This is an optimization exercise on Yosys and OpenROAD, whose aim is small area and a short achievable clock period, not a production implementation.
The RTL was checked by simulation tests, not by an equivalence proof against the original design.

File: design.v
`default_nettype none
module fpu_s0 (
    input  logic [4:0] ea,
    input  logic [4:0] eb,
    output logic [4:0] d,
    output logic       e_gt,
    output logic       e_eq
);
    logic [4:0] dab, dba;
    gt5 uecmp(.x(ea), .y(eb), .gt(e_gt));
    sub5 uda(.x(ea), .y(~eb), .s(dab));
    sub5 udb(.x(eb), .y(~ea), .s(dba));
    assign e_eq = ea == eb;
    assign d = e_gt ? dab : dba;
endmodule
module fpu_s1 (
    input  logic [15:0] a,
    input  logic [15:0] b,
    input  logic        sub,
    input  logic [4:0]  d,
    input  logic        e_gt,
    input  logic        e_eq,
    output logic [14:0] sum,
    output logic        gsel,
    output logic [5:0]  xe,
    output logic [11:0] m0,
    output logic [12:0] m1,
    output logic        c8,
    output logic        st
);
    logic c_sub;
    logic [9:0] ma, mb, msx, mg;
    logic [12:0] sh;
    logic stx, eff_sub;
    logic [14:0] ext_g, ext_s, sum_p, sum_m;
    assign ma = a[9:0];
    assign mb = b[9:0];
    assign msx = e_gt ? mb : ma;
    assign mg  = e_gt ? ma : mb;
    assign sh  = {1'b1, msx, 2'b00} >> d;
    always_comb begin
        stx = d > 5'd10;
        for (int j = 0; j < 8; j++)
            if (msx[j] && d > j + 2) stx = 1'b1;
    end
    assign ext_g = {2'b01, mg, 3'b000};
    assign ext_s = {1'b0, sh, stx};
    add15 uadd(.x(ext_g), .y(ext_s), .s(sum_p));
    abs15 usub(.x(ext_g), .y(ext_s), .s(sum_m), .c(c_sub));
    assign eff_sub = a[15] ^ b[15] ^ sub;
    assign sum = eff_sub ? sum_m : sum_p;
    assign gsel = e_gt | (e_eq & ~c_sub);
    assign xe = {1'b0, a[14:10]} + {1'b0, b[14:10]};
    logic [21:0] r0, r1;
    logic [8:0] lo;
    mul_tree mt(.a(ma), .b(mb), .r0, .r1);
    assign lo = {1'b0, r0[7:0]} + {1'b0, r1[7:0]};
    assign c8 = lo[8];
    assign st = |lo[7:0];
    assign m0 = r0[19:8];
    assign m1 = r1[20:8];
endmodule
module fpu_s2 (
    input  logic [15:0] a,
    input  logic [15:0] b,
    input  logic        op_mul,
    input  logic        op_sub,
    input  logic [14:0] sum,
    input  logic        gsel,
    input  logic [5:0]  xe,
    input  logic [11:0] m0,
    input  logic [12:0] m1,
    input  logic        c8,
    input  logic        st,
    output logic [15:0] y
);
    logic sa, sb, sbx;
    logic [4:0] ea, eb, eg;
    logic a_e1, b_e1, a_nan, b_nan, a_inf, b_inf, a_0, b_0;
    logic sg;
    assign sa = a[15];
    assign sb = b[15];
    assign sbx = sb ^ op_sub;
    assign ea = a[14:10];
    assign eb = b[14:10];
    assign a_e1 = &ea;
    assign b_e1 = &eb;
    assign a_nan = a_e1 & (|a[9:0]);
    assign b_nan = b_e1 & (|b[9:0]);
    assign a_inf = a_e1 & ~(|a[9:0]);
    assign b_inf = b_e1 & ~(|b[9:0]);
    assign a_0 = ~(|ea);
    assign b_0 = ~(|eb);
    logic [3:0] nsh;
    logic [14:0] w;
    logic [5:0] exp_a;
    logic ru_a, ovf_a, unf_a, cancel;
    assign eg = gsel ? ea : eb;
    assign sg = gsel ? sa : sbx;
    always_comb begin
        nsh = 4'd12;
        for (int i = 2; i <= 14; i++)
            if (sum[i]) nsh = 4'(14 - i);
    end
    assign w = sum << nsh;
    assign exp_a = {1'b0, eg} + 6'd1 - {2'b00, nsh};
    assign ru_a = w[3] & (w[4] | w[2] | w[1] | w[0]);
    assign ovf_a = sum[14] & (eg == 5'd30);
    assign unf_a = {1'b0, nsh} > eg;
    assign cancel = sum == 15'd0;
    logic [13:0] prod;
    logic p21, rb, pn8, pn12, ru_m, carry_m, quirk, ovf_m, unf_m;
    logic [9:0] m;
    logic [4:0] e_m, xe14, xe15;
    add14 uprod(.x({2'b01, m0}), .y({1'b0, m1}), .ci(c8), .s(prod));
    assign p21 = prod[13];
    assign m    = p21 ? prod[12:3] : prod[11:2];
    assign rb   = p21 ? prod[2] : prod[1];
    assign pn8  = p21 ? prod[1] : prod[0];
    assign pn12 = p21 ? prod[5] : prod[4];
    assign ru_m = rb & (pn8 | st | pn12);
    assign carry_m = ru_m & (&m);
    assign xe14 = 5'(xe - 6'd14);
    assign xe15 = 5'(xe - 6'd15);
    assign e_m = p21 ? xe14 : xe15;
    assign quirk = carry_m & (p21 ? xe >= 6'd29 : xe >= 6'd30);
    assign ovf_m = ~quirk & (p21 ? xe >= 6'd45 : xe >= 6'd46);
    assign unf_m = p21 ? (xe < 6'd14) | ((xe == 6'd14) & ~carry_m)
                       : (xe < 6'd15) | ((xe == 6'd15) & ~carry_m);
    logic [14:0] pre, r15;
    logic ru, sgn, ovf, unf;
    assign pre = op_mul ? {e_m, m} : {exp_a[4:0], w[13:4]};
    assign ru  = op_mul ? ru_m : ru_a;
    inc15 uinc(.x(pre), .ci(ru), .s(r15));
    assign sgn = op_mul ? sa ^ sb : sg;
    assign ovf = op_mul ? ovf_m : ovf_a;
    assign unf = op_mul ? unf_m : unf_a;
    logic nan_r, inf_r, sel_a, sel_b, regular, sel_inf, sel_r, sel_q, sgn_r;
    logic [14:0] mag;
    assign nan_r = a_nan | b_nan | (~op_mul & a_inf & b_inf & (sa ^ sbx));
    assign inf_r = ~nan_r & (a_inf | b_inf);
    assign sel_a = ~op_mul & ~a_0 & b_0 & ~nan_r & ~inf_r;
    assign sel_b = ~op_mul & a_0 & ~b_0 & ~nan_r & ~inf_r;
    assign regular = ~nan_r & ~inf_r & ~a_0 & ~b_0 & (op_mul | ~cancel);
    assign sel_inf = inf_r | (regular & ovf);
    assign sel_q = regular & op_mul & quirk;
    assign sel_r = regular & ~ovf & ~unf & ~(op_mul & quirk);
    assign mag = ({15{nan_r}} & 15'h7FFF)
               | ({15{sel_inf}} & 15'h7C00)
               | ({15{sel_q}} & 15'h3C00)
               | ({15{sel_a}} & a[14:0])
               | ({15{sel_b}} & b[14:0])
               | ({15{sel_r}} & r15);
    assign sgn_r = nan_r
                 | (inf_r & (op_mul ? sa ^ sb : (a_inf ? sa : sbx)))
                 | (sel_a & (sa ^ op_sub))
                 | (sel_b & sbx)
                 | (regular & sgn);
    assign y = {sgn_r, mag};
endmodule
module mul_tree (input logic [9:0] a, input logic [9:0] b, output logic [21:0] r0, output logic [21:0] r1);
    logic pp_0_0, pp_0_1, pp_0_2, pp_0_3, pp_0_4, pp_0_5, pp_0_6, pp_0_7, pp_0_8, pp_0_9, pp_1_0, pp_1_1, pp_1_2, pp_1_3, pp_1_4, pp_1_5, pp_1_6, pp_1_7, pp_1_8, pp_1_9, pp_2_0, pp_2_1, pp_2_2, pp_2_3, pp_2_4, pp_2_5, pp_2_6, pp_2_7, pp_2_8, pp_2_9, pp_3_0, pp_3_1, pp_3_2, pp_3_3, pp_3_4, pp_3_5, pp_3_6, pp_3_7, pp_3_8, pp_3_9, pp_4_0, pp_4_1, pp_4_2, pp_4_3, pp_4_4, pp_4_5, pp_4_6, pp_4_7, pp_4_8, pp_4_9, pp_5_0, pp_5_1, pp_5_2, pp_5_3, pp_5_4, pp_5_5, pp_5_6, pp_5_7, pp_5_8, pp_5_9, pp_6_0, pp_6_1, pp_6_2, pp_6_3, pp_6_4, pp_6_5, pp_6_6, pp_6_7, pp_6_8, pp_6_9, pp_7_0, pp_7_1, pp_7_2, pp_7_3, pp_7_4, pp_7_5, pp_7_6, pp_7_7, pp_7_8, pp_7_9, pp_8_0, pp_8_1, pp_8_2, pp_8_3, pp_8_4, pp_8_5, pp_8_6, pp_8_7, pp_8_8, pp_8_9, pp_9_0, pp_9_1, pp_9_2, pp_9_3, pp_9_4, pp_9_5, pp_9_6, pp_9_7, pp_9_8, pp_9_9, t1, t2, t3, t4, t5, t6, t7, t8, t9, t10, t11, t12, t13, t14, t15, t16, t17, t18, t19, t20, t21, t22, t23, t24, t25, t26, t27, t28, t29, t30, t31, t32, t33, t34, t35, t36, t37, t38, t39, t40, t41, t42, t43, t44, t45, t46, t47, t48, t49, t50, t51, t52, t53, t54, t55, t56, t57, t58, t59, t60, t61, t62, t63, t64, t65, t66, t67, t68, t69, t70, t71, t72, t73, t74, t75, t76, t77, t78, t79, t80, t81, t82, t83, t84, t85, t86, t87, t88, t89, t90, t91, t92, t93, t94, t95, t96, t97, t98, t99, t100, t101, t102, t103, t104, t105, t106, t107, t108, t109, t110, t111, t112, t113, t114, t115, t116, t117, t118, t119, t120, t121, t122, t123, t124, t125, t126, t127, t128, t129, t130, t131, t132, t133, t134, t135, t136, t137, t138, t139, t140, t141, t142, t143, t144, t145, t146, t147, t148, t149, t150, t151, t152, t153, t154, t155, t156, t157, t158, t159, t160, t161, t162, t163, t164, t165, t166, t167, t168, t169, t170, t171, t172, t173, t174, t175, t176, t177, t178, t179, t180;
    assign pp_0_0 = a[0] & b[0];
    assign pp_0_1 = a[0] & b[1];
    assign pp_0_2 = a[0] & b[2];
    assign pp_0_3 = a[0] & b[3];
    assign pp_0_4 = a[0] & b[4];
    assign pp_0_5 = a[0] & b[5];
    assign pp_0_6 = a[0] & b[6];
    assign pp_0_7 = a[0] & b[7];
    assign pp_0_8 = a[0] & b[8];
    assign pp_0_9 = a[0] & b[9];
    assign pp_1_0 = a[1] & b[0];
    assign pp_1_1 = a[1] & b[1];
    assign pp_1_2 = a[1] & b[2];
    assign pp_1_3 = a[1] & b[3];
    assign pp_1_4 = a[1] & b[4];
    assign pp_1_5 = a[1] & b[5];
    assign pp_1_6 = a[1] & b[6];
    assign pp_1_7 = a[1] & b[7];
    assign pp_1_8 = a[1] & b[8];
    assign pp_1_9 = a[1] & b[9];
    assign pp_2_0 = a[2] & b[0];
    assign pp_2_1 = a[2] & b[1];
    assign pp_2_2 = a[2] & b[2];
    assign pp_2_3 = a[2] & b[3];
    assign pp_2_4 = a[2] & b[4];
    assign pp_2_5 = a[2] & b[5];
    assign pp_2_6 = a[2] & b[6];
    assign pp_2_7 = a[2] & b[7];
    assign pp_2_8 = a[2] & b[8];
    assign pp_2_9 = a[2] & b[9];
    assign pp_3_0 = a[3] & b[0];
    assign pp_3_1 = a[3] & b[1];
    assign pp_3_2 = a[3] & b[2];
    assign pp_3_3 = a[3] & b[3];
    assign pp_3_4 = a[3] & b[4];
    assign pp_3_5 = a[3] & b[5];
    assign pp_3_6 = a[3] & b[6];
    assign pp_3_7 = a[3] & b[7];
    assign pp_3_8 = a[3] & b[8];
    assign pp_3_9 = a[3] & b[9];
    assign pp_4_0 = a[4] & b[0];
    assign pp_4_1 = a[4] & b[1];
    assign pp_4_2 = a[4] & b[2];
    assign pp_4_3 = a[4] & b[3];
    assign pp_4_4 = a[4] & b[4];
    assign pp_4_5 = a[4] & b[5];
    assign pp_4_6 = a[4] & b[6];
    assign pp_4_7 = a[4] & b[7];
    assign pp_4_8 = a[4] & b[8];
    assign pp_4_9 = a[4] & b[9];
    assign pp_5_0 = a[5] & b[0];
    assign pp_5_1 = a[5] & b[1];
    assign pp_5_2 = a[5] & b[2];
    assign pp_5_3 = a[5] & b[3];
    assign pp_5_4 = a[5] & b[4];
    assign pp_5_5 = a[5] & b[5];
    assign pp_5_6 = a[5] & b[6];
    assign pp_5_7 = a[5] & b[7];
    assign pp_5_8 = a[5] & b[8];
    assign pp_5_9 = a[5] & b[9];
    assign pp_6_0 = a[6] & b[0];
    assign pp_6_1 = a[6] & b[1];
    assign pp_6_2 = a[6] & b[2];
    assign pp_6_3 = a[6] & b[3];
    assign pp_6_4 = a[6] & b[4];
    assign pp_6_5 = a[6] & b[5];
    assign pp_6_6 = a[6] & b[6];
    assign pp_6_7 = a[6] & b[7];
    assign pp_6_8 = a[6] & b[8];
    assign pp_6_9 = a[6] & b[9];
    assign pp_7_0 = a[7] & b[0];
    assign pp_7_1 = a[7] & b[1];
    assign pp_7_2 = a[7] & b[2];
    assign pp_7_3 = a[7] & b[3];
    assign pp_7_4 = a[7] & b[4];
    assign pp_7_5 = a[7] & b[5];
    assign pp_7_6 = a[7] & b[6];
    assign pp_7_7 = a[7] & b[7];
    assign pp_7_8 = a[7] & b[8];
    assign pp_7_9 = a[7] & b[9];
    assign pp_8_0 = a[8] & b[0];
    assign pp_8_1 = a[8] & b[1];
    assign pp_8_2 = a[8] & b[2];
    assign pp_8_3 = a[8] & b[3];
    assign pp_8_4 = a[8] & b[4];
    assign pp_8_5 = a[8] & b[5];
    assign pp_8_6 = a[8] & b[6];
    assign pp_8_7 = a[8] & b[7];
    assign pp_8_8 = a[8] & b[8];
    assign pp_8_9 = a[8] & b[9];
    assign pp_9_0 = a[9] & b[0];
    assign pp_9_1 = a[9] & b[1];
    assign pp_9_2 = a[9] & b[2];
    assign pp_9_3 = a[9] & b[3];
    assign pp_9_4 = a[9] & b[4];
    assign pp_9_5 = a[9] & b[5];
    assign pp_9_6 = a[9] & b[6];
    assign pp_9_7 = a[9] & b[7];
    assign pp_9_8 = a[9] & b[8];
    assign pp_9_9 = a[9] & b[9];
    assign t1 = pp_0_9 ^ pp_1_8;
    assign t2 = pp_0_9 & pp_1_8;
    fa3 u_t3 (.x(a[0]), .y(pp_1_9), .z(pp_2_8), .s(t3), .c(t4));
    assign t5 = pp_3_7 ^ pp_4_6;
    assign t6 = pp_3_7 & pp_4_6;
    fa3 u_t7 (.x(a[1]), .y(pp_2_9), .z(pp_3_8), .s(t7), .c(t8));
    assign t9 = pp_4_7 ^ pp_5_6;
    assign t10 = pp_4_7 & pp_5_6;
    fa3 u_t11 (.x(a[2]), .y(pp_3_9), .z(pp_4_8), .s(t11), .c(t12));
    assign t13 = pp_0_6 ^ pp_1_5;
    assign t14 = pp_0_6 & pp_1_5;
    fa3 u_t15 (.x(pp_0_7), .y(pp_1_6), .z(pp_2_5), .s(t15), .c(t16));
    assign t17 = pp_3_4 ^ pp_4_3;
    assign t18 = pp_3_4 & pp_4_3;
    fa3 u_t19 (.x(pp_0_8), .y(pp_1_7), .z(pp_2_6), .s(t19), .c(t20));
    fa3 u_t21 (.x(pp_3_5), .y(pp_4_4), .z(pp_5_3), .s(t21), .c(t22));
    assign t23 = pp_6_2 ^ pp_7_1;
    assign t24 = pp_6_2 & pp_7_1;
    fa3 u_t25 (.x(pp_2_7), .y(pp_3_6), .z(pp_4_5), .s(t25), .c(t26));
    fa3 u_t27 (.x(pp_5_4), .y(pp_6_3), .z(pp_7_2), .s(t27), .c(t28));
    fa3 u_t29 (.x(pp_8_1), .y(pp_9_0), .z(t1), .s(t29), .c(t30));
    fa3 u_t31 (.x(pp_5_5), .y(pp_6_4), .z(pp_7_3), .s(t31), .c(t32));
    fa3 u_t33 (.x(pp_8_2), .y(pp_9_1), .z(b[0]), .s(t33), .c(t34));
    fa3 u_t35 (.x(t2), .y(t3), .z(t5), .s(t35), .c(t36));
    fa3 u_t37 (.x(pp_6_5), .y(pp_7_4), .z(pp_8_3), .s(t37), .c(t38));
    fa3 u_t39 (.x(pp_9_2), .y(b[1]), .z(t4), .s(t39), .c(t40));
    fa3 u_t41 (.x(t6), .y(t7), .z(t9), .s(t41), .c(t42));
    fa3 u_t43 (.x(pp_5_7), .y(pp_6_6), .z(pp_7_5), .s(t43), .c(t44));
    fa3 u_t45 (.x(pp_8_4), .y(pp_9_3), .z(b[2]), .s(t45), .c(t46));
    fa3 u_t47 (.x(t8), .y(t10), .z(t11), .s(t47), .c(t48));
    fa3 u_t49 (.x(a[3]), .y(pp_4_9), .z(pp_5_8), .s(t49), .c(t50));
    fa3 u_t51 (.x(pp_6_7), .y(pp_7_6), .z(pp_8_5), .s(t51), .c(t52));
    fa3 u_t53 (.x(pp_9_4), .y(b[3]), .z(t12), .s(t53), .c(t54));
    fa3 u_t55 (.x(a[4]), .y(pp_5_9), .z(pp_6_8), .s(t55), .c(t56));
    fa3 u_t57 (.x(pp_7_7), .y(pp_8_6), .z(pp_9_5), .s(t57), .c(t58));
    fa3 u_t59 (.x(a[5]), .y(pp_6_9), .z(pp_7_8), .s(t59), .c(t60));
    assign t61 = pp_0_4 ^ pp_1_3;
    assign t62 = pp_0_4 & pp_1_3;
    fa3 u_t63 (.x(pp_0_5), .y(pp_1_4), .z(pp_2_3), .s(t63), .c(t64));
    assign t65 = pp_3_2 ^ pp_4_1;
    assign t66 = pp_3_2 & pp_4_1;
    fa3 u_t67 (.x(pp_2_4), .y(pp_3_3), .z(pp_4_2), .s(t67), .c(t68));
    fa3 u_t69 (.x(pp_5_1), .y(pp_6_0), .z(t13), .s(t69), .c(t70));
    fa3 u_t71 (.x(pp_5_2), .y(pp_6_1), .z(pp_7_0), .s(t71), .c(t72));
    fa3 u_t73 (.x(t14), .y(t15), .z(t17), .s(t73), .c(t74));
    fa3 u_t75 (.x(pp_8_0), .y(t16), .z(t18), .s(t75), .c(t76));
    fa3 u_t77 (.x(t19), .y(t21), .z(t23), .s(t77), .c(t78));
    fa3 u_t79 (.x(t20), .y(t22), .z(t24), .s(t79), .c(t80));
    fa3 u_t81 (.x(t25), .y(t27), .z(t29), .s(t81), .c(t82));
    fa3 u_t83 (.x(t26), .y(t28), .z(t30), .s(t83), .c(t84));
    fa3 u_t85 (.x(t31), .y(t33), .z(t35), .s(t85), .c(t86));
    fa3 u_t87 (.x(t32), .y(t34), .z(t36), .s(t87), .c(t88));
    fa3 u_t89 (.x(t37), .y(t39), .z(t41), .s(t89), .c(t90));
    fa3 u_t91 (.x(t38), .y(t40), .z(t42), .s(t91), .c(t92));
    fa3 u_t93 (.x(t43), .y(t45), .z(t47), .s(t93), .c(t94));
    fa3 u_t95 (.x(t44), .y(t46), .z(t48), .s(t95), .c(t96));
    fa3 u_t97 (.x(t49), .y(t51), .z(t53), .s(t97), .c(t98));
    fa3 u_t99 (.x(b[4]), .y(t50), .z(t52), .s(t99), .c(t100));
    fa3 u_t101 (.x(t54), .y(t55), .z(t57), .s(t101), .c(t102));
    fa3 u_t103 (.x(pp_8_7), .y(pp_9_6), .z(b[5]), .s(t103), .c(t104));
    fa3 u_t105 (.x(t56), .y(t58), .z(t59), .s(t105), .c(t106));
    fa3 u_t107 (.x(a[6]), .y(pp_7_9), .z(pp_8_8), .s(t107), .c(t108));
    fa3 u_t109 (.x(pp_9_7), .y(b[6]), .z(t60), .s(t109), .c(t110));
    fa3 u_t111 (.x(a[7]), .y(pp_8_9), .z(pp_9_8), .s(t111), .c(t112));
    assign t113 = pp_0_3 ^ pp_1_2;
    assign t114 = pp_0_3 & pp_1_2;
    fa3 u_t115 (.x(pp_2_2), .y(pp_3_1), .z(pp_4_0), .s(t115), .c(t116));
    fa3 u_t117 (.x(pp_5_0), .y(t62), .z(t63), .s(t117), .c(t118));
    fa3 u_t119 (.x(t64), .y(t66), .z(t67), .s(t119), .c(t120));
    fa3 u_t121 (.x(t68), .y(t70), .z(t71), .s(t121), .c(t122));
    fa3 u_t123 (.x(t72), .y(t74), .z(t75), .s(t123), .c(t124));
    fa3 u_t125 (.x(t76), .y(t78), .z(t79), .s(t125), .c(t126));
    fa3 u_t127 (.x(t80), .y(t82), .z(t83), .s(t127), .c(t128));
    fa3 u_t129 (.x(t84), .y(t86), .z(t87), .s(t129), .c(t130));
    fa3 u_t131 (.x(t88), .y(t90), .z(t91), .s(t131), .c(t132));
    fa3 u_t133 (.x(t92), .y(t94), .z(t95), .s(t133), .c(t134));
    fa3 u_t135 (.x(t96), .y(t98), .z(t99), .s(t135), .c(t136));
    fa3 u_t137 (.x(t100), .y(t102), .z(t103), .s(t137), .c(t138));
    fa3 u_t139 (.x(t104), .y(t106), .z(t107), .s(t139), .c(t140));
    fa3 u_t141 (.x(b[7]), .y(t108), .z(t110), .s(t141), .c(t142));
    fa3 u_t143 (.x(a[8]), .y(pp_9_9), .z(b[8]), .s(t143), .c(t144));
    assign t145 = pp_0_2 ^ pp_1_1;
    assign t146 = pp_0_2 & pp_1_1;
    fa3 u_t147 (.x(pp_2_1), .y(pp_3_0), .z(t113), .s(t147), .c(t148));
    fa3 u_t149 (.x(t61), .y(t114), .z(t115), .s(t149), .c(t150));
    fa3 u_t151 (.x(t65), .y(t116), .z(t117), .s(t151), .c(t152));
    fa3 u_t153 (.x(t69), .y(t118), .z(t119), .s(t153), .c(t154));
    fa3 u_t155 (.x(t73), .y(t120), .z(t121), .s(t155), .c(t156));
    fa3 u_t157 (.x(t77), .y(t122), .z(t123), .s(t157), .c(t158));
    fa3 u_t159 (.x(t81), .y(t124), .z(t125), .s(t159), .c(t160));
    fa3 u_t161 (.x(t85), .y(t126), .z(t127), .s(t161), .c(t162));
    fa3 u_t163 (.x(t89), .y(t128), .z(t129), .s(t163), .c(t164));
    fa3 u_t165 (.x(t93), .y(t130), .z(t131), .s(t165), .c(t166));
    fa3 u_t167 (.x(t97), .y(t132), .z(t133), .s(t167), .c(t168));
    fa3 u_t169 (.x(t101), .y(t134), .z(t135), .s(t169), .c(t170));
    fa3 u_t171 (.x(t105), .y(t136), .z(t137), .s(t171), .c(t172));
    fa3 u_t173 (.x(t109), .y(t138), .z(t139), .s(t173), .c(t174));
    fa3 u_t175 (.x(t111), .y(t140), .z(t141), .s(t175), .c(t176));
    fa3 u_t177 (.x(t112), .y(t142), .z(t143), .s(t177), .c(t178));
    fa3 u_t179 (.x(a[9]), .y(b[9]), .z(t144), .s(t179), .c(t180));
    assign r0 = {1'b0, 1'b1, t178, t176, t174, t172, t170, t168, t166, t164, t162, t160, t158, t156, t154, t152, t150, t148, t146, pp_2_0, pp_0_1, pp_0_0};
    assign r1 = {1'b0, t180, t179, t177, t175, t173, t171, t169, t167, t165, t163, t161, t159, t157, t155, t153, t151, t149, t147, t145, pp_1_0, 1'b0};
endmodule
module fa3 (input logic x, y, z, output logic s, c);
    assign s = x ^ y ^ z;
    assign c = (x & y) | (x & z) | (y & z);
endmodule
module gt5 (input logic [4:0] x, input logic [4:0] y, output logic gt);
    logic [4:0] p, g;
    logic G1, P1, G2, P2, G3, P3, G4, P4;
    assign p = ~(x ^ y);
    assign g = x & ~y;
    pg_cell u1 (.gh(g[1]), .ph(p[1]), .gl(g[0]), .pl(p[0]), .go(G1), .po(P1));
    pg_cell u2 (.gh(g[3]), .ph(p[3]), .gl(g[2]), .pl(p[2]), .go(G2), .po(P2));
    pg_cell u3 (.gh(G2), .ph(P2), .gl(G1), .pl(P1), .go(G3), .po(P3));
    pg_g u4 (.gh(g[4]), .ph(p[4]), .gl(G3), .go(G4));
    assign gt = G4;
endmodule
module sub5 (input logic [4:0] x, input logic [4:0] y, output logic [4:0] s);
    logic [4:0] p, g;
    logic G1, P1, G2, P2, G3, P3, G4, P4, G5, P5;
    assign p = x ^ y;
    assign g = x & y;
    logic g0c;
    assign g0c = x[0] | y[0];
    pg_cell u1 (.gh(g[1]), .ph(p[1]), .gl(g0c), .pl(p[0]), .go(G1), .po(P1));
    pg_cell u2 (.gh(g[3]), .ph(p[3]), .gl(g[2]), .pl(p[2]), .go(G2), .po(P2));
    pg_g u3 (.gh(g[2]), .ph(p[2]), .gl(G1), .go(G3));
    pg_cell u4 (.gh(G2), .ph(P2), .gl(G1), .pl(P1), .go(G4), .po(P4));
    pg_g u5 (.gh(g[4]), .ph(p[4]), .gl(G4), .go(G5));
    assign s = p ^ {G4, G3, G1, g0c, 1'b1};
endmodule
module add15 (input logic [14:0] x, input logic [14:0] y, output logic [14:0] s);
    logic [14:0] p, g;
    logic G1, P1, G2, P2, G3, P3, G4, P4, G5, P5, G6, P6, G7, P7, G8, P8, G9, P9, G10, P10, G11, P11, G12, P12, G13, P13, G14, P14, G15, P15, G16, P16, G17, P17, G18, P18, G19, P19, G20, P20, G21, P21, G22, P22, G23, P23, G24, P24, G25, P25, G26, P26, G27, P27, G28, P28;
    assign p = x ^ y;
    assign g = x & y;
    pg_cell u1 (.gh(g[1]), .ph(p[1]), .gl(g[0]), .pl(p[0]), .go(G1), .po(P1));
    pg_cell u2 (.gh(g[3]), .ph(p[3]), .gl(g[2]), .pl(p[2]), .go(G2), .po(P2));
    pg_cell u3 (.gh(g[5]), .ph(p[5]), .gl(g[4]), .pl(p[4]), .go(G3), .po(P3));
    pg_cell u4 (.gh(g[7]), .ph(p[7]), .gl(g[6]), .pl(p[6]), .go(G4), .po(P4));
    pg_cell u5 (.gh(g[9]), .ph(p[9]), .gl(g[8]), .pl(p[8]), .go(G5), .po(P5));
    pg_cell u6 (.gh(g[11]), .ph(p[11]), .gl(g[10]), .pl(p[10]), .go(G6), .po(P6));
    pg_cell u7 (.gh(g[13]), .ph(p[13]), .gl(g[12]), .pl(p[12]), .go(G7), .po(P7));
    pg_g u8 (.gh(g[2]), .ph(p[2]), .gl(G1), .go(G8));
    pg_cell u9 (.gh(G2), .ph(P2), .gl(G1), .pl(P1), .go(G9), .po(P9));
    pg_cell u10 (.gh(g[6]), .ph(p[6]), .gl(G3), .pl(P3), .go(G10), .po(P10));
    pg_cell u11 (.gh(G4), .ph(P4), .gl(G3), .pl(P3), .go(G11), .po(P11));
    pg_cell u12 (.gh(g[10]), .ph(p[10]), .gl(G5), .pl(P5), .go(G12), .po(P12));
    pg_cell u13 (.gh(G6), .ph(P6), .gl(G5), .pl(P5), .go(G13), .po(P13));
    pg_cell u14 (.gh(g[14]), .ph(p[14]), .gl(G7), .pl(P7), .go(G14), .po(P14));
    pg_g u15 (.gh(g[4]), .ph(p[4]), .gl(G9), .go(G15));
    pg_g u16 (.gh(G3), .ph(P3), .gl(G9), .go(G16));
    pg_g u17 (.gh(G10), .ph(P10), .gl(G9), .go(G17));
    pg_cell u18 (.gh(G11), .ph(P11), .gl(G9), .pl(P9), .go(G18), .po(P18));
    pg_cell u19 (.gh(g[12]), .ph(p[12]), .gl(G13), .pl(P13), .go(G19), .po(P19));
    pg_cell u20 (.gh(G7), .ph(P7), .gl(G13), .pl(P13), .go(G20), .po(P20));
    pg_cell u21 (.gh(G14), .ph(P14), .gl(G13), .pl(P13), .go(G21), .po(P21));
    pg_g u22 (.gh(g[8]), .ph(p[8]), .gl(G18), .go(G22));
    pg_g u23 (.gh(G5), .ph(P5), .gl(G18), .go(G23));
    pg_g u24 (.gh(G12), .ph(P12), .gl(G18), .go(G24));
    pg_g u25 (.gh(G13), .ph(P13), .gl(G18), .go(G25));
    pg_g u26 (.gh(G19), .ph(P19), .gl(G18), .go(G26));
    pg_g u27 (.gh(G20), .ph(P20), .gl(G18), .go(G27));
    pg_g u28 (.gh(G21), .ph(P21), .gl(G18), .go(G28));
    assign s = p ^ {G27, G26, G25, G24, G23, G22, G18, G17, G16, G15, G9, G8, G1, g[0], 1'b0};
endmodule
module abs15 (input logic [14:0] x, input logic [14:0] y, output logic [14:0] s, output logic c);
    logic [14:0] p, g, t, t1, cg, cp;
    logic G1, P1, G2, P2, G3, P3, G4, P4, G5, P5, G6, P6, G7, P7, G8, P8, G9, P9, G10, P10, G11, P11, G12, P12, G13, P13, G14, P14, G15, P15, G16, P16, G17, P17, G18, P18, G19, P19, G20, P20, G21, P21, G22, P22, G23, P23, G24, P24, G25, P25, G26, P26, G27, P27, G28, P28;
    assign p = x ^ ~y;
    assign g = x & ~y;
    pg_cell u1 (.gh(g[1]), .ph(p[1]), .gl(g[0]), .pl(p[0]), .go(G1), .po(P1));
    pg_cell u2 (.gh(g[3]), .ph(p[3]), .gl(g[2]), .pl(p[2]), .go(G2), .po(P2));
    pg_cell u3 (.gh(g[5]), .ph(p[5]), .gl(g[4]), .pl(p[4]), .go(G3), .po(P3));
    pg_cell u4 (.gh(g[7]), .ph(p[7]), .gl(g[6]), .pl(p[6]), .go(G4), .po(P4));
    pg_cell u5 (.gh(g[9]), .ph(p[9]), .gl(g[8]), .pl(p[8]), .go(G5), .po(P5));
    pg_cell u6 (.gh(g[11]), .ph(p[11]), .gl(g[10]), .pl(p[10]), .go(G6), .po(P6));
    pg_cell u7 (.gh(g[13]), .ph(p[13]), .gl(g[12]), .pl(p[12]), .go(G7), .po(P7));
    pg_cell u8 (.gh(g[2]), .ph(p[2]), .gl(G1), .pl(P1), .go(G8), .po(P8));
    pg_cell u9 (.gh(G2), .ph(P2), .gl(G1), .pl(P1), .go(G9), .po(P9));
    pg_cell u10 (.gh(g[6]), .ph(p[6]), .gl(G3), .pl(P3), .go(G10), .po(P10));
    pg_cell u11 (.gh(G4), .ph(P4), .gl(G3), .pl(P3), .go(G11), .po(P11));
    pg_cell u12 (.gh(g[10]), .ph(p[10]), .gl(G5), .pl(P5), .go(G12), .po(P12));
    pg_cell u13 (.gh(G6), .ph(P6), .gl(G5), .pl(P5), .go(G13), .po(P13));
    pg_cell u14 (.gh(g[14]), .ph(p[14]), .gl(G7), .pl(P7), .go(G14), .po(P14));
    pg_cell u15 (.gh(g[4]), .ph(p[4]), .gl(G9), .pl(P9), .go(G15), .po(P15));
    pg_cell u16 (.gh(G3), .ph(P3), .gl(G9), .pl(P9), .go(G16), .po(P16));
    pg_cell u17 (.gh(G10), .ph(P10), .gl(G9), .pl(P9), .go(G17), .po(P17));
    pg_cell u18 (.gh(G11), .ph(P11), .gl(G9), .pl(P9), .go(G18), .po(P18));
    pg_cell u19 (.gh(g[12]), .ph(p[12]), .gl(G13), .pl(P13), .go(G19), .po(P19));
    pg_cell u20 (.gh(G7), .ph(P7), .gl(G13), .pl(P13), .go(G20), .po(P20));
    pg_cell u21 (.gh(G14), .ph(P14), .gl(G13), .pl(P13), .go(G21), .po(P21));
    pg_cell u22 (.gh(g[8]), .ph(p[8]), .gl(G18), .pl(P18), .go(G22), .po(P22));
    pg_cell u23 (.gh(G5), .ph(P5), .gl(G18), .pl(P18), .go(G23), .po(P23));
    pg_cell u24 (.gh(G12), .ph(P12), .gl(G18), .pl(P18), .go(G24), .po(P24));
    pg_cell u25 (.gh(G13), .ph(P13), .gl(G18), .pl(P18), .go(G25), .po(P25));
    pg_cell u26 (.gh(G19), .ph(P19), .gl(G18), .pl(P18), .go(G26), .po(P26));
    pg_cell u27 (.gh(G20), .ph(P20), .gl(G18), .pl(P18), .go(G27), .po(P27));
    pg_cell u28 (.gh(G21), .ph(P21), .gl(G18), .pl(P18), .go(G28), .po(P28));
    assign cg = {G27, G26, G25, G24, G23, G22, G18, G17, G16, G15, G9, G8, G1, g[0], 1'b0};
    assign cp = {P27, P26, P25, P24, P23, P22, P18, P17, P16, P15, P9, P8, P1, p[0], 1'b1};
    assign t = p ^ cg;
    assign t1 = p ^ (cg | cp);
    assign c = G28;
    assign s = c ? t1 : ~t;
endmodule
module add14 (input logic [13:0] x, input logic [13:0] y, input logic ci, output logic [13:0] s);
    logic [13:0] p, g;
    logic G1, P1, G2, P2, G3, P3, G4, P4, G5, P5, G6, P6, G7, P7, G8, P8, G9, P9, G10, P10, G11, P11, G12, P12, G13, P13, G14, P14, G15, P15, G16, P16, G17, P17, G18, P18, G19, P19, G20, P20, G21, P21, G22, P22, G23, P23, G24, P24, G25, P25;
    assign p = x ^ y;
    assign g = x & y;
    logic g0c;
    pg_g u_cin (.gh(g[0]), .ph(p[0]), .gl(ci), .go(g0c));
    pg_cell u1 (.gh(g[1]), .ph(p[1]), .gl(g0c), .pl(p[0]), .go(G1), .po(P1));
    pg_cell u2 (.gh(g[3]), .ph(p[3]), .gl(g[2]), .pl(p[2]), .go(G2), .po(P2));
    pg_cell u3 (.gh(g[5]), .ph(p[5]), .gl(g[4]), .pl(p[4]), .go(G3), .po(P3));
    pg_cell u4 (.gh(g[7]), .ph(p[7]), .gl(g[6]), .pl(p[6]), .go(G4), .po(P4));
    pg_cell u5 (.gh(g[9]), .ph(p[9]), .gl(g[8]), .pl(p[8]), .go(G5), .po(P5));
    pg_cell u6 (.gh(g[11]), .ph(p[11]), .gl(g[10]), .pl(p[10]), .go(G6), .po(P6));
    pg_cell u7 (.gh(g[13]), .ph(p[13]), .gl(g[12]), .pl(p[12]), .go(G7), .po(P7));
    pg_g u8 (.gh(g[2]), .ph(p[2]), .gl(G1), .go(G8));
    pg_cell u9 (.gh(G2), .ph(P2), .gl(G1), .pl(P1), .go(G9), .po(P9));
    pg_cell u10 (.gh(g[6]), .ph(p[6]), .gl(G3), .pl(P3), .go(G10), .po(P10));
    pg_cell u11 (.gh(G4), .ph(P4), .gl(G3), .pl(P3), .go(G11), .po(P11));
    pg_cell u12 (.gh(g[10]), .ph(p[10]), .gl(G5), .pl(P5), .go(G12), .po(P12));
    pg_cell u13 (.gh(G6), .ph(P6), .gl(G5), .pl(P5), .go(G13), .po(P13));
    pg_g u14 (.gh(g[4]), .ph(p[4]), .gl(G9), .go(G14));
    pg_g u15 (.gh(G3), .ph(P3), .gl(G9), .go(G15));
    pg_g u16 (.gh(G10), .ph(P10), .gl(G9), .go(G16));
    pg_cell u17 (.gh(G11), .ph(P11), .gl(G9), .pl(P9), .go(G17), .po(P17));
    pg_cell u18 (.gh(g[12]), .ph(p[12]), .gl(G13), .pl(P13), .go(G18), .po(P18));
    pg_cell u19 (.gh(G7), .ph(P7), .gl(G13), .pl(P13), .go(G19), .po(P19));
    pg_g u20 (.gh(g[8]), .ph(p[8]), .gl(G17), .go(G20));
    pg_g u21 (.gh(G5), .ph(P5), .gl(G17), .go(G21));
    pg_g u22 (.gh(G12), .ph(P12), .gl(G17), .go(G22));
    pg_g u23 (.gh(G13), .ph(P13), .gl(G17), .go(G23));
    pg_g u24 (.gh(G18), .ph(P18), .gl(G17), .go(G24));
    pg_g u25 (.gh(G19), .ph(P19), .gl(G17), .go(G25));
    assign s = p ^ {G24, G23, G22, G21, G20, G17, G16, G15, G14, G9, G8, G1, g0c, ci};
endmodule
module inc15 (input logic [14:0] x, input logic ci, output logic [14:0] s);
    logic A1, A2, A3, A4, A5, A6, A7, A8, A9, A10, A11, A12, A13, A14, A15, A16, A17, A18, A19, A20, A21, A22, A23, A24, A25, A26, A27, A28;
    and_cell u1 (.a(x[1]), .b(x[0]), .y(A1));
    and_cell u2 (.a(x[3]), .b(x[2]), .y(A2));
    and_cell u3 (.a(x[5]), .b(x[4]), .y(A3));
    and_cell u4 (.a(x[7]), .b(x[6]), .y(A4));
    and_cell u5 (.a(x[9]), .b(x[8]), .y(A5));
    and_cell u6 (.a(x[11]), .b(x[10]), .y(A6));
    and_cell u7 (.a(x[13]), .b(x[12]), .y(A7));
    and_cell u8 (.a(x[2]), .b(A1), .y(A8));
    and_cell u9 (.a(A2), .b(A1), .y(A9));
    and_cell u10 (.a(x[6]), .b(A3), .y(A10));
    and_cell u11 (.a(A4), .b(A3), .y(A11));
    and_cell u12 (.a(x[10]), .b(A5), .y(A12));
    and_cell u13 (.a(A6), .b(A5), .y(A13));
    and_cell u14 (.a(x[14]), .b(A7), .y(A14));
    and_cell u15 (.a(x[4]), .b(A9), .y(A15));
    and_cell u16 (.a(A3), .b(A9), .y(A16));
    and_cell u17 (.a(A10), .b(A9), .y(A17));
    and_cell u18 (.a(A11), .b(A9), .y(A18));
    and_cell u19 (.a(x[12]), .b(A13), .y(A19));
    and_cell u20 (.a(A7), .b(A13), .y(A20));
    and_cell u21 (.a(A14), .b(A13), .y(A21));
    and_cell u22 (.a(x[8]), .b(A18), .y(A22));
    and_cell u23 (.a(A5), .b(A18), .y(A23));
    and_cell u24 (.a(A12), .b(A18), .y(A24));
    and_cell u25 (.a(A13), .b(A18), .y(A25));
    and_cell u26 (.a(A19), .b(A18), .y(A26));
    and_cell u27 (.a(A20), .b(A18), .y(A27));
    and_cell u28 (.a(A21), .b(A18), .y(A28));
    assign s = x ^ {(A27 & ci), (A26 & ci), (A25 & ci), (A24 & ci), (A23 & ci), (A22 & ci), (A18 & ci), (A17 & ci), (A16 & ci), (A15 & ci), (A9 & ci), (A8 & ci), (A1 & ci), (x[0] & ci), ci};
endmodule
module pg_cell (input logic gh, ph, gl, pl, output logic go, po);
    assign go = gh | (ph & gl);
    assign po = ph & pl;
endmodule
module pg_g (input logic gh, ph, gl, output logic go);
    assign go = gh | (ph & gl);
endmodule
module and_cell (input logic a, b, output logic y);
    assign y = a & b;
endmodule
module input_16(
    input logic clock, reset,
    input logic [9:0] data_in,
    output logic [15:0] num1, num2,
    output logic [15:0] num1_next, num2_next,
    output logic op_mul, op_sub,
    output logic start,
    output logic sub_now
);
    logic count;
    logic is_a, is_b, is_op;
    assign is_a  = data_in[1:0] == 2'b01;
    assign is_b  = data_in[1:0] == 2'b10;
    assign is_op = data_in[1:0] == 2'b11;
    assign sub_now = is_op ? data_in[3] : op_sub;
    assign num1_next[7:0]  = (is_a && !count) ? data_in[9:2] : num1[7:0];
    assign num1_next[15:8] = (is_a &&  count) ? data_in[9:2] : num1[15:8];
    assign num2_next[7:0]  = (is_b && !count) ? data_in[9:2] : num2[7:0];
    assign num2_next[15:8] = (is_b &&  count) ? data_in[9:2] : num2[15:8];
    always_ff @(posedge clock or posedge reset) begin
        if (reset) begin
            num1 <= 'd0;
            num2 <= 'd0;
            start <= 1'b0;
            count <= 1'b0;
        end
        else begin
            num1 <= num1_next;
            num2 <= num2_next;
            if (is_a || is_b) count <= ~count;
            start <= is_op;
        end
    end
    always_ff @(posedge clock) begin
        if (is_op) begin
            op_mul <= data_in[4];
            op_sub <= data_in[3];
        end
    end
endmodule: input_16
module output_16(
    input logic clock, reset,
    input logic [15:0] ans,
    input logic done_calc,
    output logic [9:0] data_out
);
    logic count;
    logic valid;
    logic [7:0] byte_q;
    assign data_out = {byte_q, valid, valid};
    always_ff @(posedge clock or posedge reset) begin
        if (reset) begin
            byte_q <= 'd0;
            valid <= 1'b0;
            count <= 1'b0;
        end
        else begin
            valid <= done_calc | count;
            count <= done_calc;
            byte_q <= done_calc ? ans[15:8] : count ? ans[7:0] : 8'd0;
        end
    end
endmodule: output_16
module top(
    input logic clock, reset,
    input logic [9:0] inp,
    output logic [9:0] out
);
    logic [15:0] a, b, a_next, b_next, y;
    logic op_mul, op_sub, start;
    logic sub_now;
    input_16 in1(.clock, .reset, .data_in(inp), .num1(a), .num2(b),
                 .num1_next(a_next), .num2_next(b_next),
                 .op_mul, .op_sub, .start, .sub_now);
    logic e_gt, e_gt_d, e_ne, e_eq_d;
    logic [4:0] d, d_d;
    fpu_s0 s0(.ea(a_next[14:10]), .eb(b_next[14:10]), .d(d_d), .e_gt(e_gt_d), .e_eq(e_eq_d));
    always_ff @(posedge clock or posedge reset) begin
        if (reset) begin
            d <= 5'd0;
            e_gt <= 1'b0;
            e_ne <= 1'b0;
        end
        else begin
            d <= d_d;
            e_gt <= e_gt_d;
            e_ne <= ~e_eq_d;
        end
    end
    logic [14:0] sum, sum_d;
    logic gsel, gsel_d;
    logic [5:0] xe, xe_d;
    logic [11:0] m0, m0_d;
    logic [12:0] m1, m1_d;
    logic c8, c8_d, st, st_d;
    fpu_s1 s1(.a, .b, .sub(sub_now), .d, .e_gt, .e_eq(~e_ne), .sum(sum_d), .gsel(gsel_d), .xe(xe_d),
              .m0(m0_d), .m1(m1_d), .c8(c8_d), .st(st_d));
    always_ff @(posedge clock) begin
        sum  <= sum_d;
        gsel <= gsel_d;
        xe   <= xe_d;
        m0   <= m0_d;
        m1   <= m1_d;
        c8   <= c8_d;
        st   <= st_d;
    end
    fpu_s2 s2(.a, .b, .op_mul, .op_sub, .sum, .gsel, .xe, .m0, .m1, .c8, .st, .y);
    output_16 out1(.clock, .reset, .ans(y), .done_calc(start), .data_out(out));
endmodule
File: run.sh
#!/bin/bash
# synth_recipe.tcl (not shown) runs the flow's synth.tcl, then flattens the netlist and writes it again
# the make line also repeats each setting of config.mk as NAME=value (left out here)
make -C /OpenROAD-flow-scripts/flow DESIGN_CONFIG=/design/flow/config.mk WORK_HOME=/design/flow/orfs CLKGATE_MAP_FILE= SYNTH_SCRIPT=/design/flow/synth_recipe.tcl finish
File: config.mk
export PLATFORM = sky130hd
export DESIGN_NAME = top
export DESIGN_NICKNAME = top
export VERILOG_FILES = /design/flow/design.v
export SDC_FILE = /design/flow/constraint.sdc
export NUM_CORES = 4
export LEC_CHECK = 0
export CAP_MARGIN = 20
export CORE_MARGIN = 2
export CORE_UTILIZATION = 40
export SETUP_SLACK_MARGIN = 4.0
export SLEW_MARGIN = 20
export SYNTH_HIERARCHICAL = 1
export SYNTH_MINIMUM_KEEP_SIZE = 0
export TNS_END_PERCENT = 5
File: constraint.sdc
create_clock -name core_clock -period 8.0 [get_ports {clock}]
set_input_delay 1.6000 -clock core_clock [delete_from_list [all_inputs] [get_ports {clock}]]
set_output_delay 1.6000 -clock core_clock [all_outputs]
set_load 0.01 [all_outputs]
==> flow_metrics.env, run 1 <==
export IMPL_status="no timing/DRC/antenna violations"
export IMPL_crit_required_ns=8.32
export IMPL_report_final_slew_viol_count=0
export IMPL_antennaDiodeCount=0
export IMPL_cp_slowest_cell="dfrtp_4"
export IMPL_clockBufferDepth=2
export IMPL_setup_violations_final=0
export IMPL_worstPathCellList="buf_12 > mux2i_2 > mux2_4 > mux2_4 > o21ai_1 > o2bb2ai_1 > inv_1 > ha_1 > and2_1 > and2_1 > and2_2 > and2_1 > o211a_1 > a2111oi_1 > mux2_2"
export IMPL_holdPathStages=1
export IMPL_worstPathMaxFanout=8
export IMPL_critical_path_arrival_ns=4.31
export IMPL_endpoint_kind="register"
export IMPL_max_slew_margin=0.4656
export IMPL_coreArea_sq_um=31640
export IMPL_timing_rr_end="sum[12]"
export IMPL_final_cell_mix="171 x and2_1, 99 x a21o_1, 97 x ha_1, 82 x fa_1, 71 x inv_1"
export IMPL_maxCapViolations=0
export IMPL_cts_root_buf="clkbuf_16"
export IMPL_ant_nets=0
export IMPL_die_area_sq_um=33740
export IMPL_timing_reg2reg_setup_slack_ns=4.01
export IMPL_dp_worst_setup_slack_ns=2.969
export IMPL_hold_viol=0
export IMPL_cp_start_kind="register"
export IMPL_path_buf_inv=2
export IMPL_grt_usage=0.2035
export IMPL_drive_gt1_frac=0.1680
export IMPL_final_core_util=0.4431
export IMPL_dp_hpwl_um=24960
export IMPL_fmax_mhz=250.7
export IMPL_min_to="in1.count"
export IMPL_clkSlewWorstSetupHoldPaths_ns=0.09
export IMPL_fin_area_sq_um=14020
export IMPL_area_growth_synth_to_final_pct=8.544
export IMPL_drc_errors=0
export IMPL_final_common_cell="and2_1"
export IMPL_period_share=0.4987
export IMPL_vias_per_cell=5.653
export IMPL_yosysWarnings=11
export IMPL_numPortBuffers=21
export IMPL_pin_count=22
export IMPL_netlist_instances=1365
export IMPL_min_from="in1.count"
export IMPL_r2r_cells=15
export IMPL_fin_skew_ns=0.01693
export IMPL_cpMostUsedCell="and2_1"
export IMPL_hold_buffers=0
export IMPL_antenna_found_initial=0
export IMPL_clkSinkCount=102
export IMPL_floorplan_initialDensity=0.4083
export IMPL_path_delay_family="multiplexers"
export IMPL_grt_pass1_vias=10020
export IMPL_die_w_um=183.7
export IMPL_drtIter0Drc=879
export IMPL_syn_cell_area_sq_um=12920
export IMPL_critical_path_class="reg2reg"
export IMPL_rows=65
export IMPL_tns_ns=0
export IMPL_hp_class="reg2reg"
export IMPL_cts_tree="yes"
export IMPL_wl_per_cell_um=18.87
export IMPL_timing_rr_start="e_gt"
export IMPL_place_congestion=0.9091
export IMPL_numCtsBuffers=9
export IMPL_die_h_um=183.7
export IMPL_crit_cells=15
export IMPL_clk_latency_ns=0.37
export IMPL_cts_max_level=3
export IMPL_grt_overflow_total=0
export IMPL_max_stage_delay_ns=0.49
export IMPL_place_area_sq_um=13180
export IMPL_grt_max_degree=35
export IMPL_grt_pass1_wl_um=54500
export IMPL_layout_nets=1568
export IMPL_dr_pass1_iters=5
export IMPL_worst_slew_pin_slew_ns=0.8016
export IMPL_rsz0062_at_grt="yes"
export IMPL_drt_total_wl_um=33650
export IMPL_period_needed_ns=3.989
export IMPL_synth_area_per_cell_sq_um=9.462
export IMPL_vias=10080
export IMPL_setup_ws_ns=4.011
worst max-delay path by stage:
stage	endpoint	slack, ns	startpoint
2_1_floorplan	out1.byte_q[4]	4.01	m1[0]
3_3_place_gp	sum[2]	3.14	e_gt
3_5_place_dp	sum[2]	2.97	e_gt
4_1_cts	out1.byte_q[3]	3.90	m0[0]
5_1_grt	sum[7]	3.87	e_gt
6_report	sum[12]	4.01	e_gt
layer usage:
layer	up-vias	share of wire	wire, um	GRT usage
met2	230	0.49	16350	0.3523
met3	28	0.032	1084	0.01545
met4	0	0.015	488	0.04768
met5	-	0	0	0
li1	4821	-	-	-
met1	5000	0.47	15730	0.2767
cell type report:
type | instances | area [sq um]
fill | 3034 | 17620
multi-input combinational | 1118 | 9963
sequential | 102 | 2354
timing repair buffer | 68 | 583.1
tap | 402 | 503.0
inverter | 77 | 297.8
clock buffer | 9 | 225.2
clock inverter | 7 | 93.84
worst register-to-register path: stages (launching register included):
cell       delay [ns]
dfrtp_4          0.49
buf_12           0.15
mux2i_2          0.20
mux2_4           0.31
mux2_4           0.27
o21ai_1          0.17
o2bb2ai_1        0.17
inv_1            0.07
ha_1             0.37
and2_1           0.20
and2_1           0.21
and2_2           0.25
and2_1           0.17
o211a_1          0.20
a2111oi_1        0.44
mux2_2           0.26
through the flow:
stage,cells,hold slack [ns]
after floorplan,1377,0.4584
after global placement,1731,0.5390
after detailed placement,1731,0.5468
after CTS,1772,0.5647
after global routing,1783,0.5933
final,1783,0.5671
registers in the layout, indices dropped and copies added, names as in the netlist, 5 cells and up:
name and cells:
in1.num1 16, in1.num2 16, sum 15, m1 13
m0 12, out1.byte_q 8, xe 6, d 5
timing repair:
item                       4_1_cts  5_1_grt
buffers inserted                22       10
pin swaps                       22        9
gates cloned                     3        1
setup endpoints to repair       24       25
gates resized for setup         46       24
==> run 2: changes to the inputs <==
--- a/config.mk
+++ b/config.mk
@@ -10,3 +10,3 @@
 export CORE_UTILIZATION = 40
-export SETUP_SLACK_MARGIN = 4.0
+export SETUP_SLACK_MARGIN = 4.25
 export SLEW_MARGIN = 20
==> flow_metrics.env, run 2 <==
export IMPL_status="no timing/DRC/antenna violations"
export IMPL_final_cell_mix="174 x and2_1, 99 x a21o_1, 98 x ha_1, 82 x fa_1, 71 x inv_1"
export IMPL_maxCapViolations=0
export IMPL_die_h_um=183.7
export IMPL_rows=65
export IMPL_hold_buffers=0
export IMPL_critical_path_class="reg2reg"
export IMPL_cts_tree="yes"
export IMPL_setup_violations_final=0
export IMPL_cts_root_buf="clkbuf_16"
export IMPL_regArea_sq_um=2349
export IMPL_nFillCells=3035
export IMPL_final_common_cell="and2_1"
export IMPL_clkSinkCount=102
export IMPL_fin_skew_ns=0.01647
export IMPL_clk_latency_ns=0.36
export IMPL_dp_worst_setup_slack_ns=3.005
export IMPL_numPortBuffers=21
export IMPL_worstPathMaxFanout=34
export IMPL_period_share=0.5026
export IMPL_drive_gt1_frac=0.1508
export IMPL_place_area_sq_um=13190
export IMPL_layout_nets=1553
export IMPL_wl_per_cell_um=19.33
export IMPL_place_congestion=0.8657
export IMPL_dp_hpwl_um=25220
export IMPL_grt_overflow_total=0
export IMPL_hold_viol=0
export IMPL_critical_path_arrival_ns=4.33
export IMPL_pin_count=22
export IMPL_die_area_sq_um=33740
export IMPL_grt_usage=0.2085
export IMPL_die_w_um=183.7
export IMPL_tns_ns=0
export IMPL_drt_total_wl_um=34180
export IMPL_dp_cells=1732
export IMPL_hp_class="reg2reg"
export IMPL_floorplan_initialDensity=0.4083
export IMPL_grt_pass1_vias=10070
export IMPL_ant_nets=0
export IMPL_endpoint_kind="register"
export IMPL_vias=10110
export IMPL_clkSlewWorstSetupHoldPaths_ns=0.08
export IMPL_worst_slew_pin_slew_ns=0.8964
export IMPL_crit_required_ns=8.31
export IMPL_cp_start_kind="register"
export IMPL_drc_errors=0
export IMPL_drtIter0Drc=993
export IMPL_syn_cell_area_sq_um=12920
export IMPL_report_final_slew_viol_count=0
export IMPL_vias_per_cell=5.718
export IMPL_grt_max_degree=35
export IMPL_area_growth_synth_to_final_pct=7.178
export IMPL_yosysWarnings=11
export IMPL_period_needed_ns=4.021
export IMPL_grt_pass1_wl_um=55360
export IMPL_rsz0062_at_grt="yes"
export IMPL_max_slew_margin=0.4024
export IMPL_cts_max_level=3
export IMPL_reg_top3="in1.num1 x16, in1.num2 x16, sum x15"
export IMPL_clockBufferDepth=2
export IMPL_netlist_instances=1365
export IMPL_fin_area_sq_um=13840
export IMPL_coreArea_sq_um=31640
export IMPL_multi_input_area_sq_um=9912
export IMPL_fmax_mhz=248.7
export IMPL_synth_area_per_cell_sq_um=9.462
export IMPL_antenna_found_initial=0
export IMPL_setup_ws_ns=3.979
export IMPL_finalNonFillerCells=1768
export IMPL_antennaDiodeCount=0
export IMPL_numCtsBuffers=9
export IMPL_dr_pass1_iters=5
run 2: path summary, 6_finish.rpt:
path / endpoint / depth (start not counted) / slack, ns / from
setup / recovery: sum[7] / 14 / 3.98 / e_gt
hold / removal: out1.valid / 1 / 0.55 / out1.count
setup reg to reg: sum[7] / 14 / 3.98 / e_gt
hold reg to reg: out1.valid / 1 / 0.55 / out1.count
max in group asynchronous: in1.num1[8] / 3 / 5.80 / reset
min in group asynchronous: d[3] / 2 / 1.70 / reset
run 2: metrics by stage:
stage	hold slack, ns	utilization
floorplan	0.4584	-
global placement	0.5283	0.4169
detailed placement	0.5251	0.4169
CTS	0.5450	0.4347
global route	0.5625	0.4376
finish	0.5468	0.4376
run 2: area by class of cell:
class | instances | area share
inverters | 77 | 0.02151
clock inverters | 6 | 0.006327
clock buffers | 10 | 0.01654
flip-flops and latches | 102 | 0.1696
well taps | 402 | 0.03633
repair buffers | 54 | 0.03362
multi-input cells | 1117 | 0.7160
run 2: timing repair:
action	in CTS	in global routing
gates cloned	3	0
setup buffers	11	6
endpoints found under the hold margin	0	0
gates resized for setup	42	9
pin swaps	13	0
endpoints found under the setup margin	29	30
run 2: layer usage:
| metal | part of all wire | track usage |
|---|---|---|
| met1 | 0.46 | 0.2856 |
| met2 | 0.46 | 0.3428 |
| met3 | 0.049 | 0.02694 |
| met4 | 0.027 | 0.06368 |
| met5 | 0 | 0 |
run 2: critical path: stages, from the launching register on:
cell and delay [ns]:
dfrtp_4 0.58, mux2_2 0.35, mux4_2 0.26, nor2_1 0.04
a211oi_1 0.35, inv_1 0.09, ha_1 0.39, and2_1 0.20
and2_1 0.16, a21o_2 0.27, a21o_4 0.31, buf_6 0.20
o211a_1 0.13, a2111oi_1 0.39, mux2_2 0.23
==> run 3: changes to the inputs <==
--- a/config.mk
+++ b/config.mk
@@ -10,3 +10,3 @@
 export CORE_UTILIZATION = 40
-export SETUP_SLACK_MARGIN = 4.25
+export SETUP_SLACK_MARGIN = 3.75
 export SLEW_MARGIN = 20
==> flow_metrics.env, run 3 <==
export IMPL_status="no timing/DRC/antenna violations"
export IMPL_holdPathStages=1
export IMPL_endpoint="out1.byte_q[4]"
export IMPL_final_common_cell="and2_1"
export IMPL_critical_path_arrival_ns=4.38
export IMPL_fmax_mhz=241.7
export IMPL_final_cell_mix="175 x and2_1, 98 x ha_1, 98 x a21o_1, 82 x fa_1, 73 x inv_1"
export IMPL_grt_max_degree=35
export IMPL_netlist_instances=1365
export IMPL_clk_latency_ns=0.37
export IMPL_die_h_um=183.7
export IMPL_area_growth_synth_to_final_pct=6.248
export IMPL_numPortBuffers=21
export IMPL_drt_total_wl_um=32760
export IMPL_worst_slew_pin_slew_ns=0.9381
export IMPL_rows=65
export IMPL_timing_rr_start="m0[0]"
export IMPL_dp_hpwl_um=24680
export IMPL_clkSlewWorstSetupHoldPaths_ns=0.08
export IMPL_setup_violations_final=0
export IMPL_period_needed_ns=4.138
export IMPL_numCtsBuffers=9
export IMPL_vias_per_cell=5.616
export IMPL_hold_buffers=0
export IMPL_cts_max_level=3
export IMPL_clockBufferDepth=2
export IMPL_hold_viol=0
export IMPL_clkSinkCount=102
export IMPL_grt_usage=0.1995
export IMPL_period_share=0.5173
export IMPL_cp_start_kind="register"
export IMPL_critical_path_class="reg2reg"
export IMPL_reg_top3="in1.num1 x16, in1.num2 x16, sum x15"
export IMPL_tns_ns=0
export IMPL_wl_per_cell_um=18.64
export IMPL_crit_path_start="m0[0]"
export IMPL_worstPathMaxFanout=15
export IMPL_antenna_found_initial=0
export IMPL_grt_pass1_wl_um=53090
export IMPL_coreArea_sq_um=31640
export IMPL_die_area_sq_um=33740
export IMPL_max_slew_margin=0.3746
export IMPL_r2r_cells=15
export IMPL_report_final_slew_viol_count=0
export IMPL_layout_nets=1542
export IMPL_drc_errors=0
export IMPL_antennaDiodeCount=0
export IMPL_endpoint_kind="register"
export IMPL_timing_rr_end="out1.byte_q[4]"
export IMPL_ant_nets=0
export IMPL_final_core_util=0.4338
export IMPL_crit_required_ns=8.24
export IMPL_pin_count=22
export IMPL_fin_skew_ns=0.01939
export IMPL_hp_class="reg2reg"
export IMPL_floorplan_initialDensity=0.4083
export IMPL_grt_pass1_vias=9785
export IMPL_yosysWarnings=11
export IMPL_dr_pass1_iters=5
export IMPL_grt_overflow_total=0
export IMPL_cts_root_buf="clkbuf_16"
export IMPL_vias=9868
export IMPL_drtIter0Drc=901
export IMPL_maxCapViolations=0
export IMPL_drive_gt1_frac=0.1417
export IMPL_rsz0062_at_grt="yes"
export IMPL_place_congestion=0.8553
export IMPL_timing_reg2reg_setup_slack_ns=3.86
export IMPL_die_w_um=183.7
export IMPL_cts_tree="yes"
export IMPL_syn_cell_area_sq_um=12920
export IMPL_synth_area_per_cell_sq_um=9.462
==> run 3: area by class of cell <==
| cell class | count | area [sq um] |
|---|---|---|
| Timing Repair Buffer | 44 | 390.4 |
| Sequential cell | 102 | 2333 |
| Inverter | 77 | 290.3 |
| Clock buffer | 9 | 225.2 |
| Tap cell | 402 | 503.0 |
| Clock inverter | 7 | 87.58 |
| Fill cell | 3072 | 17910 |
| Multi-Input combinational cell | 1116 | 9893 |
==> run 3: worst max-delay path, cell delays in order, from the launching register on <==
cell	delay (ns)
dfxtp_1	0.31
ha_1	0.32
a21o_1	0.18
a21o_1	0.20
a21o_4	0.22
a21o_4	0.25
a21o_4	0.23
xor3_2	0.50
mux2_2	0.26
nand4_1	0.14
nor4_4	0.27
o211ai_2	0.14
o21ai_1	0.13
and4b_4	0.29
a211o_1	0.31
a22o_1	0.24
==> run 3: how the worst min path moves through the flow <==
stage	from	end
2_1_floorplan	in1.start	out1.count
3_3_place_gp	out1.count	out1.valid
3_5_place_dp	out1.count	out1.valid
4_1_cts	out1.count	out1.valid
5_1_grt	e_ne	gsel
6_report	out1.count	out1.valid
==> run 3: metrics by stage <==
step           instance area (sq um)  cells  hold slack, ns  setup slack (ns)
2_1_floorplan                  12960   1377          0.4584             3.898
3_3_place_gp                   13190   1732          0.5134             3.170
3_5_place_dp                   13190   1732          0.5303             2.997
4_1_cts                        13650   1754          0.5461             3.710
5_1_grt                        13720   1757          0.5780             3.643
6_report                       13720   1757          0.5394             3.862
==> run 3: what timing repair did <==
action | CTS | global route
pin swaps | 7 | 4
resized for setup | 26 | 13
cloned | 2 | 0
endpoints found under the setup margin | 23 | 20
setup buffers | 4 | 3
==> run 3: routing by layer <==
layer | track usage | routed length, um | vias up
li1 | - | - | 4763
met1 | 0.2625 | 15030 | 4835
met2 | 0.3375 | 15460 | 225
met4 | 0.06560 | 863 | 0
met3 | 0.02734 | 1405 | 45
met5 | 0 | 0 | -
==> run 4: changes to the inputs <==
--- a/config.mk
+++ b/config.mk
@@ -10,3 +10,4 @@
 export CORE_UTILIZATION = 40
-export SETUP_SLACK_MARGIN = 3.75
+export PLACE_DENSITY = 0.7
+export SETUP_SLACK_MARGIN = 4.0
 export SLEW_MARGIN = 20
==> flow_metrics.env, run 4 <==
export IMPL_status="no timing/DRC/antenna violations"
export IMPL_pin_count=22
export IMPL_final_core_util=0.4466
export IMPL_grt_overflow_total=0
export IMPL_synth_area_per_cell_sq_um=9.462
export IMPL_grt_usage=0.2012
export IMPL_netlist_instances=1365
export IMPL_final_cell_mix="172 x and2_1, 100 x a21o_1, 97 x ha_1, 82 x fa_1, 71 x inv_1"
export IMPL_dp_hpwl_um=24250
export IMPL_reg_top3="in1.num1 x16, in1.num2 x16, sum x15"
export IMPL_cts_root_buf="clkbuf_16"
export IMPL_period_needed_ns=4.132
export IMPL_final_common_cell="and2_1"
export IMPL_rows=65
export IMPL_place_congestion=0.8686
export IMPL_dr_pass1_iters=5
export IMPL_hold_viol=0
export IMPL_cts_max_level=3
export IMPL_nFillCells=2923
export IMPL_fmax_mhz=242.0
export IMPL_drtIter0Drc=880
export IMPL_clkSinkCount=102
export IMPL_tns_ns=0
export IMPL_antennaDiodeCount=0
export IMPL_crit_required_ns=8.24
export IMPL_clkSlewWorstSetupHoldPaths_ns=0.09
export IMPL_timing_rr_start="m1[0]"
export IMPL_die_area_sq_um=33740
export IMPL_fin_area_sq_um=14130
export IMPL_crit_path_start="m1[0]"
export IMPL_min_from="out1.count"
export IMPL_yosysWarnings=11
export IMPL_rsz0062_at_grt="yes"
export IMPL_grt_max_degree=35
export IMPL_vias=10360
export IMPL_drc_errors=0
export IMPL_area_growth_synth_to_final_pct=9.396
export IMPL_die_w_um=183.7
export IMPL_endpoint_kind="register"
export IMPL_vias_per_cell=5.805
export IMPL_place_area_sq_um=13160
export IMPL_numCtsBuffers=9
export IMPL_cts_tree="yes"
export IMPL_max_slew_margin=0.4288
export IMPL_grt_pass1_vias=10300
export IMPL_grt_pass1_wl_um=54290
export IMPL_antenna_found_initial=0
export IMPL_cp_start_kind="register"
export IMPL_coreArea_sq_um=31640
export IMPL_report_final_slew_viol_count=0
export IMPL_clk_latency_ns=0.37
export IMPL_worstPathMaxFanout=7
export IMPL_worst_slew_pin_slew_ns=0.8569
export IMPL_hold_buffers=0
export IMPL_finalNonFillerCells=1784
export IMPL_syn_cell_area_sq_um=12920
export IMPL_layout_nets=1569
export IMPL_hold_ws_ns=0.5549
export IMPL_ant_nets=0
export IMPL_drive_gt1_frac=0.1751
export IMPL_setup_violations_final=0
export IMPL_period_share=0.5165
export IMPL_drt_total_wl_um=33820
export IMPL_numPortBuffers=21
export IMPL_critical_path_arrival_ns=4.37
export IMPL_floorplan_initialDensity=0.4083
export IMPL_fin_skew_ns=0.02011
export IMPL_hp_class="reg2reg"
export IMPL_wl_per_cell_um=18.96
export IMPL_critical_path_class="reg2reg"
export IMPL_maxCapViolations=0
export IMPL_die_h_um=183.7
export IMPL_dp_cells=1729
export IMPL_clockBufferDepth=2
[run 4: cell type report]
class	count	area (sq um)	share of cell area
Clock inverter	7	108.9	0.007704
Inverter	77	297.8	0.02108
Multi-Input combinational cell	1117	10030	0.7102
Clock buffer	9	225.2	0.01594
Sequential cell	102	2350	0.1663
Timing Repair Buffer	70	610.6	0.04321
Tap cell	402	503.0	0.03560
[run 4: worst max-delay path, cell delays in order (launching register included)]
cell	delay, ns
dfxtp_2	0.34
ha_4	0.23
a21o_1	0.19
a21o_1	0.20
a21o_1	0.21
a21o_4	0.22
a21o_1	0.20
xor3_4	0.42
or4_4	0.58
o221ai_4	0.11
nor4_4	0.09
buf_4	0.16
buf_6	0.11
o21ai_4	0.13
and4b_4	0.26
a211o_1	0.30
a22o_1	0.24
[run 4: worst paths after layout]
path	slack, ns	to	cells past startpoint
max in group asynchronous	5.82	in1.num2[2]	3
worst max-delay path	3.87	out1.byte_q[2]	16
min in group asynchronous	1.70	d[0]	2
worst min-delay path	0.55	out1.valid	1
worst max register to register	3.87	out1.byte_q[2]	16
worst min register to register	0.55	out1.valid	1
[run 4: timing repair]
item | in CTS | in global routing
setup buffers | 21 | 15
setup endpoints to repair | 24 | 29
pin swaps | 23 | 16
gates resized for setup | 42 | 35
cloned | 3 | 0
[run 4: stage by stage]
step	setup slack, ns
finish	3.868
global route	3.748
CTS	3.818
detailed placement	2.974
global placement	3.223
floorplan	4.006
[run 4: per-layer routing]
layer	up-vias	routed length, um	global-route usage
met5	-	0	0
met4	0	894	0.06528
met3	52	2017	0.02298
met2	362	15980	0.3429
met1	5124	14930	0.2660
li1	4819	-	-

==> what the ideal ports hide <==
The flow's constraints put no driver on any port. The routed layouts listed below were extracted and timed again, unchanged, in two steps. Step 1, drivers: a clkbuf_16 drives clock and a buf_2 each remaining input, both assumed. Step 2 also shifts input and output timing later by t, the mid clock arrival at the registers, as if the neighbouring blocks saw the same clock. Three values: no drivers, after step 1, after step 2; two values: the first two.
run	t, ns	setup WS [ns]	hold slack, ns	worst slew at a driven data input, ns
run 1	0.403	4.011 / 4.011 / 3.748	0.567 / 0.567 / 0.567	0.03
run 2	0.398	3.979 / 3.979 / 3.688	0.547 / 0.547 / 0.547	0.05
run 3	0.408	3.862 / 3.862 / 3.678	0.539 / 0.539 / 0.539	0.03
run 4	0.408	3.868 / 3.868 / 3.670	0.555 / 0.555 / 0.555	0.04
After both steps every run listed still meets setup and hold. The setup slack of run 2, which loses most, moves by 0.000 ns with the drivers and by -0.291 ns with both steps.
